This design comes from an exercise in tuning for small area on the open sky130 flow, not from production work.
Function was checked by simulation only, so behaviour that the tests miss may differ from the original.
Power figures rest on the tool's default switching activity, not on a simulated workload. The clock port is modelled as an ideal driver; clocking choices that lean on that would not hold on a real chip.

## quartz
Design top, start of the top module:
module top(
  input clk,
  input [7:0] sig,
  output signed [7:0] out_1M, out_3M
);
Size: about 4,400 flip-flops, ~25 I/O pins, about 0.10 mm^2 of cells after synthesis.
export LEC_CHECK = 0
export ABC_AREA = 1
export CAP_MARGIN = 20
export CORE_MARGIN = 2
export CORE_UTILIZATION = 60
export GPL_TIMING_DRIVEN = 0
export PLACE_DENSITY = 0.7
export SLEW_MARGIN = 20
export SYNTH_HIERARCHICAL = 1
export SYNTH_MEMORY_MAX_BITS = 65536
create_clock -name core_clock -period 10.0 [get_ports {clk}]
standard.sh (not shown) runs the stock make flow with config.mk's settings and CLKGATE_MAP_FILE= SYNTH_SCRIPT=/design/flow/synth_recipe.tcl, a recipe that flattens the netlist after the stock synthesis.
==> flow/flow/run.sh <==
#!/bin/bash
# The standard flow, with a clock tree built without dummy loads and
# the smallest buffer on each port.
bash standard.sh CTS_ARGS="-sink_clustering_enable -repair_clock_nets -sink_clustering_size 32 -sink_clustering_max_diameter 100 -buf_list sky130_fd_sc_hd__clkbuf_16 -dont_use_dummy_load" BUFFER_PORTS_ARGS="-buffer_cell sky130_fd_sc_hd__buf_1" finish > standard.log 2>&1
#### Input delta (juniper over quartz)
# quartz
export LEC_CHECK = 0
export ABC_AREA = 1
export CAP_MARGIN = 20
export CORE_MARGIN = 2
export CORE_UTILIZATION = 60
export GPL_TIMING_DRIVEN = 0
export PLACE_DENSITY = 0.7
export SLEW_MARGIN = 20
export SYNTH_HIERARCHICAL = 1
export SYNTH_MEMORY_MAX_BITS = 65536
create_clock -name core_clock -period 10.0 [get_ports {clk}]
# juniper
export LEC_CHECK = 0
export ABC_AREA = 1
export CAP_MARGIN = 20
export CORE_MARGIN = 2
export CORE_UTILIZATION = 75
export GPL_TIMING_DRIVEN = 0
export PLACE_DENSITY = 0.8
export SLEW_MARGIN = 20
export SYNTH_HIERARCHICAL = 1
export SYNTH_MEMORY_MAX_BITS = 65536
create_clock -name core_clock -period 10.0 [get_ports {clk}]
==> flow/flow/run.sh <==
#!/bin/bash
# The standard flow, with a clock tree built without dummy loads and
# the smallest buffer on each port.
bash standard.sh CTS_ARGS="-sink_clustering_enable -repair_clock_nets -sink_clustering_size 36 -sink_clustering_max_diameter 80 -buf_list sky130_fd_sc_hd__clkbuf_16 -dont_use_dummy_load" BUFFER_PORTS_ARGS="-buffer_cell sky130_fd_sc_hd__buf_1" finish > standard.log 2>&1
## What came out
Share of cell area taken by muxes after synthesis delta (juniper -> quartz): insignificant. Against quartz, juniper comes in about 8% higher on global placer's final weighted congestion. Synthesized-area fraction occupied by and/or/nand/nor cells essentially unchanged between juniper and quartz. Across both runs, vertical extent of the die was lower for juniper than for quartz. Looking at cell row count, juniper sits 17 lower than quartz does. FAIL: juniper; every other run in juniper and quartz is clean. juniper got as far as detailed placement (3_5_place_dp), where a tool error ended the run. Going from quartz to juniper, post-synthesis average cell area saw little to no change; boundary pin count saw little to no change. In the flow results for juniper and quartz, the effective utilization at floorplan is smaller on quartz. The placed wire-length estimate after detailed placement of juniper exceeds that of quartz by about 33%. Per the comparison of juniper with quartz, die boundary width went down by about 10%, synthesized cell area closely matched the old numbers.
Input changes introduced in onyx (baseline for comparison: juniper):
# juniper
export LEC_CHECK = 0
export ABC_AREA = 1
export CAP_MARGIN = 20
export CORE_MARGIN = 2
export CORE_UTILIZATION = 75
export GPL_TIMING_DRIVEN = 0
export PLACE_DENSITY = 0.8
export SLEW_MARGIN = 20
export SYNTH_HIERARCHICAL = 1
export SYNTH_MEMORY_MAX_BITS = 65536
create_clock -name core_clock -period 10.0 [get_ports {clk}]
# onyx
export LEC_CHECK = 0
export ABC_AREA = 1
export CAP_MARGIN = 20
export CORE_MARGIN = 2
export CORE_UTILIZATION = 60
export CTS_BUF_LIST = sky130_fd_sc_hd__clkbuf_8
export CTS_CLUSTER_DIAMETER = 60
export CTS_CLUSTER_SIZE = 20
export GPL_TIMING_DRIVEN = 0
export PLACE_DENSITY = 0.7
export SLEW_MARGIN = 20
export SYNTH_HIERARCHICAL = 1
export SYNTH_MEMORY_MAX_BITS = 65536
create_clock -name core_clock -period 10.0 [get_ports {clk}]
==> flow/run.sh (new file) <==
#!/bin/bash
# synth_recipe.tcl (not shown) runs the flow's synth.tcl, then flattens the netlist and writes it again
# the make line also repeats each setting of config.mk as NAME=value (left out here)
make -C /OpenROAD-flow-scripts/flow DESIGN_CONFIG=/design/flow/config.mk WORK_HOME=/design/flow/orfs CLKGATE_MAP_FILE= SYNTH_SCRIPT=/design/flow/synth_recipe.tcl finish
removed: flow/flow/run.sh
removed: flow/standard.sh
[summary]
- onyx ran to completion and came out clean on the timing, design-rule and antenna checks.
- [compare] base=juniper new=onyx: number of buffers added on ports was more or less identical; post-synthesis instance area saw little to no change.
- onyx against juniper; sum of net half-perimeters after detailed placement is down by more than 10%.
The following lists how fjord was set up differently from onyx:
# onyx
export LEC_CHECK = 0
export ABC_AREA = 1
export CAP_MARGIN = 20
export CORE_MARGIN = 2
export CORE_UTILIZATION = 60
export CTS_BUF_LIST = sky130_fd_sc_hd__clkbuf_8
export CTS_CLUSTER_DIAMETER = 60
export CTS_CLUSTER_SIZE = 20
export GPL_TIMING_DRIVEN = 0
export PLACE_DENSITY = 0.7
export SLEW_MARGIN = 20
export SYNTH_HIERARCHICAL = 1
export SYNTH_MEMORY_MAX_BITS = 65536
create_clock -name core_clock -period 10.0 [get_ports {clk}]
# fjord
export LEC_CHECK = 0
export ABC_AREA = 1
export CAP_MARGIN = 20
export CORE_MARGIN = 2
export CORE_UTILIZATION = 60
export GPL_TIMING_DRIVEN = 0
export PLACE_DENSITY = 0.7
export SLEW_MARGIN = 20
export SYNTH_HIERARCHICAL = 1
export SYNTH_MEMORY_MAX_BITS = 65536
create_clock -name core_clock -period 10.0 [get_ports {clk}]
==> flow/flow/run.sh (new file) <==
#!/bin/bash
# The standard flow, with a clock tree built without dummy loads and
# the smallest buffer on each port.
bash standard.sh CTS_ARGS="-sink_clustering_enable -repair_clock_nets -sink_clustering_size 36 -sink_clustering_max_diameter 80 -buf_list sky130_fd_sc_hd__clkbuf_16 -dont_use_dummy_load" BUFFER_PORTS_ARGS="-buffer_cell sky130_fd_sc_hd__buf_1" finish > standard.log 2>&1
==> flow/standard.sh (new file) <==
#!/bin/bash
# synth_recipe.tcl (not shown) runs the flow's synth.tcl, then flattens the netlist and writes it again
# the make line also repeats each setting of config.mk as NAME=value (left out here)
make -C /OpenROAD-flow-scripts/flow DESIGN_CONFIG=/design/flow/config.mk WORK_HOME=/design/flow/orfs CLKGATE_MAP_FILE= SYNTH_SCRIPT=/design/flow/synth_recipe.tcl "${@:-finish}"
removed: flow/run.sh
Findings:
All of fjord and onyx finish clean. Detailed-route via count in fjord is 930 lower than in onyx. Relative to onyx, non-clock buffer count increased by 3.6% in fjord. onyx -> fjord: area occupied by registers delta 0, exact match. Looking at largest net degree at the start of global routing, fjord sits 15 higher than onyx does. fjord vs onyx: layout cell share with drive strength beyond 1 down in fjord. Where global-route wire length before repair is concerned, onyx is outperformed by fjord. Of fjord and onyx, the higher final setup slack of the worst path belongs to onyx. fjord has slew at the pin closest to its max-slew limit below what onyx had. Clock distribution area overhead in the final layout: fjord and onyx compared, lower one is fjord. Relative to onyx, the cell count measured on fjord has decreased slightly.


top again, from the RTL that the note above started with.
clock: 10.0 ns
lec_check: 0
abc_area: 1
cap_margin: 10
core_margin: 2
core_utilization: 60
gpl_timing_driven: 0
place_density: 0.7
slew_margin: 10
synth_hierarchical: 1
synth_memory_max_bits: 65536
==> flow/flow/run.sh <==
#!/bin/bash
# The standard flow, with a clock tree built without dummy loads and
# the smallest buffer on each port.
bash standard.sh CTS_ARGS="-sink_clustering_enable -repair_clock_nets -sink_clustering_size 36 -sink_clustering_max_diameter 80 -buf_list sky130_fd_sc_hd__clkbuf_16 -dont_use_dummy_load" BUFFER_PORTS_ARGS="-buffer_cell sky130_fd_sc_hd__buf_1" finish > standard.log 2>&1
The starting point completed without violations.
Rerun with:
==> flow/flow/run.sh (replaced) <==
#!/bin/bash
# The standard flow, with a clock tree built without dummy loads and
# the smallest buffer on each port.
bash standard.sh CTS_ARGS="-sink_clustering_enable -repair_clock_nets -sink_clustering_size 36 -sink_clustering_max_diameter 80 -sink_clustering_buffer sky130_fd_sc_hd__clkbuf_16 -buf_list {sky130_fd_sc_hd__clkbuf_4 sky130_fd_sc_hd__clkbuf_16} -dont_use_dummy_load" BUFFER_PORTS_ARGS="-buffer_cell sky130_fd_sc_hd__buf_1" finish > standard.log 2>&1
CAP_MARGIN = 20   (was 10)
SLEW_MARGIN = 20   (was 10)
After rerunning: The changed run passed the timing, design-rule and antenna checks; synthesized cell count stays the same; fmax stays the same; routed wire length stays the same; setup slack stays the same; sequential power hardly moves; non-clock buffer count does not change.
Rerun with:
==> flow/flow/run.sh (replaced) <==
#!/bin/bash
# The standard flow, with a clock tree built without dummy loads and
# the smallest buffer on each port.
bash standard.sh CTS_ARGS="-sink_clustering_enable -repair_clock_nets -sink_clustering_size 28 -sink_clustering_max_diameter 70 -buf_list sky130_fd_sc_hd__clkbuf_16 -dont_use_dummy_load" BUFFER_PORTS_ARGS="-buffer_cell sky130_fd_sc_hd__buf_1" finish > standard.log 2>&1
Outcome: Hold slack is better by 0.011 ns; synthesized cell count stays the same; worst setup slack stays flat; design area rose by 0.81%; register-to-register slack hardly moves; clock skew fell by 0.026 ns; flip-flop and latch count stays the same; non-clock buffer count is unchanged; sequential power barely changes; sequential share of layout area fell by 0.64 points.
Rerun with:
==> flow/flow/run.sh (replaced) <==
#!/bin/bash
# The standard flow, with a clock tree built without dummy loads and
# the smallest buffer on each port.
bash standard.sh CTS_ARGS="-sink_clustering_enable -repair_clock_nets -sink_clustering_size 36 -sink_clustering_max_diameter 80 -buf_list sky130_fd_sc_hd__clkbuf_16 -dont_use_dummy_load" BUFFER_PORTS_ARGS="-buffer_cell sky130_fd_sc_hd__buf_1" finish > standard.log 2>&1
CORE_UTILIZATION = 85   (was 60)
PLACE_DENSITY = 0.9   (was 0.7)
Result:
- This time the run never finished: it broke off in detailed placement (3_5_place_dp)
- synthesized cell count stays the same
- area after synthesis stays the same
Rerun with:
==> flow/flow/run.sh (replaced) <==
#!/bin/bash
# The standard flow, with a clock tree built without dummy loads and
# the smallest buffer on each port.
bash standard.sh CTS_ARGS="-sink_clustering_enable -repair_clock_nets -sink_clustering_size 10 -sink_clustering_max_diameter 40 -buf_list sky130_fd_sc_hd__clkbuf_4 -dont_use_dummy_load" BUFFER_PORTS_ARGS="-buffer_cell sky130_fd_sc_hd__buf_1" finish > standard.log 2>&1
CORE_UTILIZATION = 60   (was 85)
PLACE_DENSITY = 0.7   (was 0.9)
Outcome: Now the flow produced a clean layout. Synthesized area does not change. Synthesized cell count is unchanged.
Rerun with:
==> flow/flow/run.sh (replaced) <==
#!/bin/bash
# The standard flow, with a clock tree built without dummy loads and
# the smallest buffer on each port.
bash standard.sh CTS_ARGS="-sink_clustering_enable -repair_clock_nets -sink_clustering_size 36 -sink_clustering_max_diameter 80 -buf_list sky130_fd_sc_hd__clkbuf_16 -dont_use_dummy_load" BUFFER_PORTS_ARGS="-buffer_cell sky130_fd_sc_hd__buf_1" finish > standard.log 2>&1
CAP_MARGIN = 0   (was 20)
SLEW_MARGIN = 0   (was 20)
The new run completed without violations.
Final cell count went down by a few percent.
First-iteration DRC count went up by a quarter to a third.
Clock skew went down by 0.014 ns.

static timing again, ports no longer ideal:
Ports are ideal in the flow. The routed layouts listed here were re-timed in OpenROAD. Step 1, drivers: a clkbuf_16 drives clk and a buf_2 each remaining input, both assumed. Step 2 times the ports against the registers' clock, not the clock port: input delays grow and output delays shrink by t, the midpoint of the rising clock arrivals with the driver on. Slacks: ideal ports / drivers / drivers and shift; pairs: ideal ports / drivers.
| run | shift t [ns] | setup slack, ns | hold slack, ns | worst slew at a driven data input, ns |
|---|---|---|---|---|
| quartz | 0.859 | 0.583 / 0.583 / 0.583 | 0.255 / 0.255 / 0.255 | 0.03 |
| onyx | 1.071 | 0.767 / 0.767 / 0.767 | 0.293 / 0.293 / 0.293 | 0.03 |
| fjord | 0.855 | 0.558 / 0.558 / 0.558 | 0.233 / 0.233 / 0.233 | 0.03 |
| the first run of note 2 | 0.855 | 0.558 / 0.558 / 0.558 | 0.233 / 0.233 / 0.233 | 0.03 |
| the second run of note 2 | 0.855 | 0.558 / 0.558 / 0.558 | 0.233 / 0.233 / 0.233 | 0.03 |
| the third run of note 2 | 0.870 | 0.557 / 0.557 / 0.557 | 0.244 / 0.244 / 0.244 | 0.03 |
| the fifth run of note 2 | 1.365 | 0.573 / 0.573 / 0.573 | 0.240 / 0.240 / 0.240 | 0.03 |
| the sixth run of note 2 | 0.856 | 0.497 / 0.497 / 0.497 | 0.255 / 0.255 / 0.255 | 0.03 |
After both steps setup and hold are still met in every run listed.
